Context: an optimization exercise on an open-source flow, tuned for small area and a short achievable clock period. The choices shown serve that exercise and are no tape-out recipe. The RTL was checked by simulation tests, not by an equivalence proof against the original design.

// mult_div_pipe
module mult_div_pipe (
    input clk,
    input reset_n,
    input logic op_i,
    input logic [FUNCT7_SIZE-1:0] funct7_i,
    input logic [FUNCT3_SIZE-1:0] funct3_i,
    input logic [WD_SIZE-1:0] op1_data_i,
    input logic [WD_SIZE-1:0] op2_data_i,
    input logic [INSTR_REG_SIZE-1:0] rd_i,
    input logic ctrl_reg_write_i,
    output logic [INSTR_REG_SIZE-1:0] rd_m0_o,
    output logic [INSTR_REG_SIZE-1:0] rd_m1_o,
    output logic [INSTR_REG_SIZE-1:0] rd_m2_o,
    output logic [INSTR_REG_SIZE-1:0] rd_m3_o,
    output logic [WD_SIZE-1:0] bypass_ml_data_o,
    output logic bypass_ctrl_reg_write_ml_o,
    output logic [INSTR_REG_SIZE-1:0] rd_o,
    output logic ctrl_reg_write_o,
    output logic valid_result_o,
    output logic [WD_SIZE-1:0] result_o
);
localparam integer K1 = 13;    
localparam integer K2 = 22;    
logic sa_i, sb_i;
assign sa_i = funct3_i[2] ? ~funct3_i[0] : (funct3_i[1] ^ funct3_i[0]);
assign sb_i = funct3_i[2] ? ~funct3_i[0] : (funct3_i[1:0] == 2'b01);
logic v0, w0, na0, nb0;
logic [4:0] rd0;
logic [2:0] f0;
logic [31:0] a0, b0;
always_ff @(posedge clk) begin
    a0 <= op1_data_i;
    b0 <= op2_data_i;
    f0 <= funct3_i;
    na0 <= sa_i & op1_data_i[31];
    nb0 <= sb_i & op2_data_i[31];
    if (!reset_n) begin
        v0 <= 1'b0;
        w0 <= 1'b0;
        rd0 <= 5'b0;
    end else begin
        v0 <= op_i && (funct7_i == F7_MULDIV) && ctrl_reg_write_i;
        w0 <= ctrl_reg_write_i;
        rd0 <= ctrl_reg_write_i ? rd_i : 5'b0;
    end
end
logic [31:0] ua0, ub0;
cond_neg nga (.x (a0), .n (na0), .c (1'b1), .y (ua0));
  ...
Size: about 9300 cells after synthesis, ~380 flip-flops, about 180 I/O pins, about 61000 sq um of cells after synthesis.
clock: 115.0 ns
lec_check: 0
abc_area: 1
cap_margin: 20
core_margin: 2
core_utilization: 55
gpl_routability_driven: 0
slew_margin: 20
standard.sh (not shown) runs the stock make flow with config.mk's settings and CLKGATE_MAP_FILE= SYNTH_SCRIPT=/design/flow/synth_recipe.tcl, a recipe that flattens the netlist after the stock synthesis.
==> flow/flow/run.sh <==
#!/bin/bash
# The standard layout, with two changes to how it is made:
# - repair_timing is asked to leave a setup margin, so that it shortens the
#   register-to-register paths well below the clock period;
# - the port buffers are buf_4 cells instead of the delay buffers that
#   buffer_ports picks by default.
# The clock period, the I/O delays and every other constraint are unchanged;
# every port still gets its own buffer.
set -euo pipefail
export SETUP_SLACK_MARGIN=90
export BUFFER_PORTS_ARGS="-buffer_cell sky130_fd_sc_hd__buf_4"
bash standard.sh > standard_flow.log 2>&1
Then changed:
--- a/flow/design.v
+++ b/flow/design.v
@@ -163,42 +163,12 @@
                 assign a[(l+1)*32+j] = a[l*32+j];
             end
         end
     end
     assign y = n ? (~x ^ ({32{c}} & a[5*32 +: 32])) : x;
 endmodule
-module sk_add #(
-    parameter integer W = 8
-) (
-    input  logic [W-1:0] x,
-    input  logic [W-1:0] y,
-    input  logic ci,
-    output logic [W-1:0] s,
-    output logic co
-);
-    localparam integer N = W + 1;            
-    localparam integer L = (N <= 2) ? 1 : (N <= 4) ? 2 : (N <= 8) ? 3 : (N <= 16) ? 4 :
-                           (N <= 32) ? 5 : (N <= 64) ? 6 : 7;
-    logic [(L+1)*N-1:0] g, p;                
-    assign g[N-1:0] = {x & y, ci};
-    assign p[N-1:0] = {x ^ y, 1'b0};
-    for (genvar l = 0; l < L; l++) begin : lv
-        for (genvar j = 0; j < N; j++) begin : b
-            if (((j >> l) & 1) == 1) begin : c
-                localparam integer K = ((j >> l) << l) - 1;
-                assign g[(l+1)*N+j] = g[l*N+j] | (p[l*N+j] & g[l*N+K]);
-                assign p[(l+1)*N+j] = p[l*N+j] & p[l*N+K];
-            end else begin : n
-                assign g[(l+1)*N+j] = g[l*N+j];
-                assign p[(l+1)*N+j] = p[l*N+j];
-            end
-        end
-    end
-    assign s = p[W:1] ^ g[L*N +: W];
-    assign co = g[L*N+W];
-endmodule
 module booth_small (
     input  logic [32:0] x,
     input  logic [13:0] y,
     output logic [44:0] p
 );
     logic [14:0] ys;
@@ -559,14 +529,13 @@
     assign sa[42] = t391;
     assign sb[42] = t390;
     assign sa[43] = t393;
     assign sb[43] = t392;
     assign sa[44] = t395;
     assign sb[44] = t394;
-    logic co;
-    sk_add #(.W(45)) fin (.x (sa), .y (sb), .ci (1'b0), .s (p), .co (co));
+    assign p = sa + sb;
 endmodule
 `timescale 1ns/1ps
 import PARAMS_pkg::*;
 module mult_div_pipe (
     input clk,
     input reset_n,
Effect: The new run finished with timing, DRC and antenna clean. Setup slack got worse by 48 ps. Register-to-register slack got worse by 30 ps. Design area is higher slightly. Routed wire length is higher by a few percent. Global-route usage is higher by 1.3 points.

---

Setup of cedar:
mult_div_pipe, a different RTL version from the one above (not shown whole).
For scale: roughly 9400 cells after synthesis, ~180 I/O pins.
==> module mult_div_pipe, before the edit <==
module mult_div_pipe (
    input clk,
    input reset_n,
    input logic op_i,
    input logic [FUNCT7_SIZE-1:0] funct7_i,
    input logic [FUNCT3_SIZE-1:0] funct3_i,
    input logic [WD_SIZE-1:0] op1_data_i,
    input logic [WD_SIZE-1:0] op2_data_i,
    input logic [INSTR_REG_SIZE-1:0] rd_i,
    input logic ctrl_reg_write_i,
    output logic [INSTR_REG_SIZE-1:0] rd_m0_o,
    output logic [INSTR_REG_SIZE-1:0] rd_m1_o,
    output logic [INSTR_REG_SIZE-1:0] rd_m2_o,
    output logic [INSTR_REG_SIZE-1:0] rd_m3_o,
    output logic [WD_SIZE-1:0] bypass_ml_data_o,
    output logic bypass_ctrl_reg_write_ml_o,
    output logic [INSTR_REG_SIZE-1:0] rd_o,
    output logic ctrl_reg_write_o,
    output logic valid_result_o,
    output logic [WD_SIZE-1:0] result_o
);
localparam integer K1 = 13;    
localparam integer K2 = 22;    
logic v0, w0;
logic [4:0] rd0;
logic [2:0] f0;
logic [31:0] a0, b0;
always_ff @(posedge clk) begin
    a0 <= op1_data_i;
    b0 <= op2_data_i;
    f0 <= funct3_i;
    if (!reset_n) begin
        v0 <= 1'b0;
        w0 <= 1'b0;
        rd0 <= 5'b0;
    end else begin
        v0 <= op_i && (funct7_i == F7_MULDIV) && ctrl_reg_write_i;
        w0 <= ctrl_reg_write_i;
        rd0 <= ctrl_reg_write_i ? rd_i : 5'b0;
    end
end
logic sa0, sb0, na0, nb0;
assign sa0 = f0[2] ? ~f0[0] : (f0[1] ^ f0[0]);
assign sb0 = f0[2] ? ~f0[0] : (f0[1:0] == 2'b01);
assign na0 = sa0 & a0[31];
assign nb0 = sb0 & b0[31];
logic [31:0] ua0, ub0;
cond_neg nga (.x (a0), .n (na0), .c (1'b1), .y (ua0));
cond_neg ngb (.x (b0), .n (nb0), .c (1'b1), .y (ub0));
logic [31+K1:0] ph;
booth_small bm (.x ({1'b0, ua0}), .y ({1'b0, ub0[31:32-K1]}), .p (ph));
logic [K1-1:0] r1_d, q1_d;
div_chain #(.K0(0), .K1(K1)) dc1 (
    .r_i (1'b0), .n_i (ua0), .d_i (ub0), .r_o (r1_d), .q_o (q1_d)
);
logic bz, neg;
assign bz = (ub0 == 32'b0);
assign neg = ~f0[2] ? (na0 ^ nb0) : f0[1] ? na0 : (na0 ^ nb0) & ~bz;
logic v1, w1, div1, neg1, low1;
logic [4:0] rd1;
logic [K1-1:0] r1, q1;
logic [31:K1] e1;
logic [31-K1:0] n1;
logic [31:0] d1;
always_ff @(posedge clk) begin
    r1 <= f0[2] ? r1_d : ph[K1-1:0];
    q1 <= f0[2] ? q1_d : ph[31+K1:32];
    e1 <= ph[31:K1];
    n1 <= f0[2] ? ua0[31-K1:0] : ub0[31-K1:0];
    d1 <= f0[2] ? ub0 : ~ua0;
    div1 <= f0[2];
    neg1 <= neg;
    low1 <= f0[2] ? f0[1] : (f0[1:0] == 2'b00);
    if (!reset_n) begin
        v1 <= 1'b0;
        w1 <= 1'b0;
        rd1 <= 5'b0;
    end else begin
        v1 <= v0;
        w1 <= w0;
        rd1 <= rd0;
    end
end
logic [31:0] f2_d, e2_d;
logic [K2-K1-1:0] qs2_d, uc2_d;
logic k2_d;
md_rows #(.K0(K1), .K1(K2)) mr2 (
    .div (div1), .f_i ({{(32-K1){1'b0}}, r1}), .b_i ({{K1{1'b0}}, n1}), .d_i (d1),
    .e_i ({e1, {K1{1'b0}}}), .k_i (1'b0),
    .f_o (f2_d), .qs_o (qs2_d), .uc_o (uc2_d), .e_o (e2_d), .k_o (k2_d)
);
logic v2, w2, div2, neg2, low2, k2;
logic [4:0] rd2;
logic [K2-1:0] f2, qs2;
logic [K2-K1-1:0] uc2;
logic [31:K2] e2;
logic [31-K2:0] n2;
logic [31:0] d2;
always_ff @(posedge clk) begin
    f2 <= f2_d[K2-1:0];
    qs2 <= {q1, qs2_d};
    uc2 <= uc2_d;
    e2 <= e2_d[31:K2];
    k2 <= k2_d;
    n2 <= n1[31-K2:0];
    d2 <= d1;
    div2 <= div1;
    neg2 <= neg1;
    low2 <= low1;
    if (!reset_n) begin
        v2 <= 1'b0;
        w2 <= 1'b0;
        rd2 <= 5'b0;
    end else begin
        v2 <= v1;
        w2 <= w1;
        rd2 <= rd1;
    end
end
logic [31:0] f3_d, e3_d;
logic [31-K2:0] qs3_d, uc3_d;
logic k3_d;
md_rows #(.K0(K2), .K1(32)) mr3 (
    .div (div2), .f_i ({{(32-K2){1'b0}}, f2}), .b_i ({{K2{1'b0}}, n2}), .d_i (d2),
    .e_i ({e2, {K2{1'b0}}}), .k_i (k2),
    .f_o (f3_d), .qs_o (qs3_d), .uc_o (uc3_d), .e_o (e3_d), .k_o (k3_d)
);
logic [31:0] qs3, hi3, ures, res3_d;
assign qs3 = {qs2, qs3_d};
assign hi3 = qs3 + {{K1{1'b0}}, uc2, uc3_d} + {31'b0, k3_d};
assign ures = low2 ? f3_d : div2 ? qs3 : hi3;
logic cin;
assign cin = neg2 & (div2 | (f3_d == 32'b0));
cond_neg ngr (.x (ures), .n (neg2), .c (cin), .y (res3_d));
logic v3, w3, v4, w4;
logic [4:0] rd3, rd4;
logic [31:0] res3, res4;
always_ff @(posedge clk) begin
    res3 <= res3_d;
    res4 <= res3;
    if (!reset_n) begin
        v3 <= 1'b0;
        w3 <= 1'b0;
        rd3 <= 5'b0;
        v4 <= 1'b0;
        w4 <= 1'b0;
        rd4 <= 5'b0;
    end else begin
        v3 <= v2;
        w3 <= w2;
        rd3 <= rd2;
        v4 <= v3;
        w4 <= w3;
        rd4 <= rd3;
    end
end
assign rd_m0_o = rd0;
assign rd_m1_o = rd1;
assign rd_m2_o = rd2;
assign rd_m3_o = rd3;
assign bypass_ml_data_o = res3;
assign bypass_ctrl_reg_write_ml_o = w3;
assign rd_o = rd4;
assign ctrl_reg_write_o = w4;
assign valid_result_o = v4;
assign result_o = res4;
endmodule
==> flow/config.mk <==
export PLATFORM = sky130hd
export DESIGN_NAME = mult_div_pipe
export DESIGN_NICKNAME = mult_div_pipe
export VERILOG_FILES = /design/flow/design.v
export SDC_FILE = /design/flow/constraint.sdc
export NUM_CORES = 4
export LEC_CHECK = 0
export ABC_AREA = 1
export CAP_MARGIN = 20
export CORE_MARGIN = 2
export CORE_UTILIZATION = 55
export SLEW_MARGIN = 20
==> flow/constraint.sdc <==
create_clock -name core_clock -period 115.0 [get_ports {clk}]
set_input_delay 23.0000 -clock core_clock [delete_from_list [all_inputs] [get_ports {clk}]]
set_output_delay 23.0000 -clock core_clock [all_outputs]
set_load 0.01 [all_outputs]
Scripts as last shown in full above: flow/flow/run.sh
For oak, these inputs were changed with respect to cedar:
--- a/flow/design.v
+++ b/flow/design.v
@@ -559,7 +559,10 @@
 );
 localparam integer K1 = 13;    
 localparam integer K2 = 22;    
-logic v0, w0;
+logic sa_i, sb_i;
+assign sa_i = funct3_i[2] ? ~funct3_i[0] : (funct3_i[1] ^ funct3_i[0]);
+assign sb_i = funct3_i[2] ? ~funct3_i[0] : (funct3_i[1:0] == 2'b01);
+logic v0, w0, na0, nb0;
 logic [4:0] rd0;
 logic [2:0] f0;
 logic [31:0] a0, b0;
@@ -567,6 +570,8 @@
     a0 <= op1_data_i;
     b0 <= op2_data_i;
     f0 <= funct3_i;
+    na0 <= sa_i & op1_data_i[31];
+    nb0 <= sb_i & op2_data_i[31];
     if (!reset_n) begin
         v0 <= 1'b0;
         w0 <= 1'b0;
@@ -577,11 +582,6 @@
         rd0 <= ctrl_reg_write_i ? rd_i : 5'b0;
     end
 end
-logic sa0, sb0, na0, nb0;
-assign sa0 = f0[2] ? ~f0[0] : (f0[1] ^ f0[0]);
-assign sb0 = f0[2] ? ~f0[0] : (f0[1:0] == 2'b01);
-assign na0 = sa0 & a0[31];
-assign nb0 = sb0 & b0[31];
 logic [31:0] ua0, ub0;
 cond_neg nga (.x (a0), .n (na0), .c (1'b1), .y (ua0));
 cond_neg ngb (.x (b0), .n (nb0), .c (1'b1), .y (ub0));
Findings:
oak against cedar: transition time at the pin with the least slew margin down 0.058 ns; multi-input combinational cell count up about 1.7%; routed wire length up 3500 um.
Against cedar, total core area in oak rose by a few percent.
Going from cedar to oak, adder and majority cell fraction of the synthesized area shows a reduction of 0.70 points, least setup slack across all paths after layout now sits higher, count of clock-buffer cells in the layout +4, initial detailed-routing violation count up 8.3%.

-- what the ideal ports hide --
The flow's constraints put no driver on any port. The routed layouts listed below were extracted and timed again, unchanged, in two steps. Step 1, drivers: a clkbuf_16 drives clk and a buf_2 each remaining input, both assumed. Step 2 adds t to the input delays and takes it off the output delays; t is the mean of the earliest and latest rising clock arrival at the registers after step 1. Input paths then give back, and output paths get back, about the clock's delay inside the block. Three values: ideal ports, drivers, drivers and shift; two values: the first two.
| run | t (ns) | setup slack, ns | worst setup path at the end | slew at the worst register clock pin (ns) |
|---|---|---|---|---|
| the first run of note 1 | 0.655 | 90.826 / 90.754 / 90.857 | input to register | 0.07 / 0.07 |
| the second run of note 1 | 0.683 | 90.778 / 90.703 / 91.007 | input to register | 0.07 / 0.07 |
| cedar | 0.657 | 90.804 / 90.804 / 90.804 | register to register | 0.08 / 0.08 |
| oak | 0.667 | 90.838 / 90.769 / 90.987 | input to register | 0.08 / 0.08 |
After both steps every run listed still meets setup and hold.
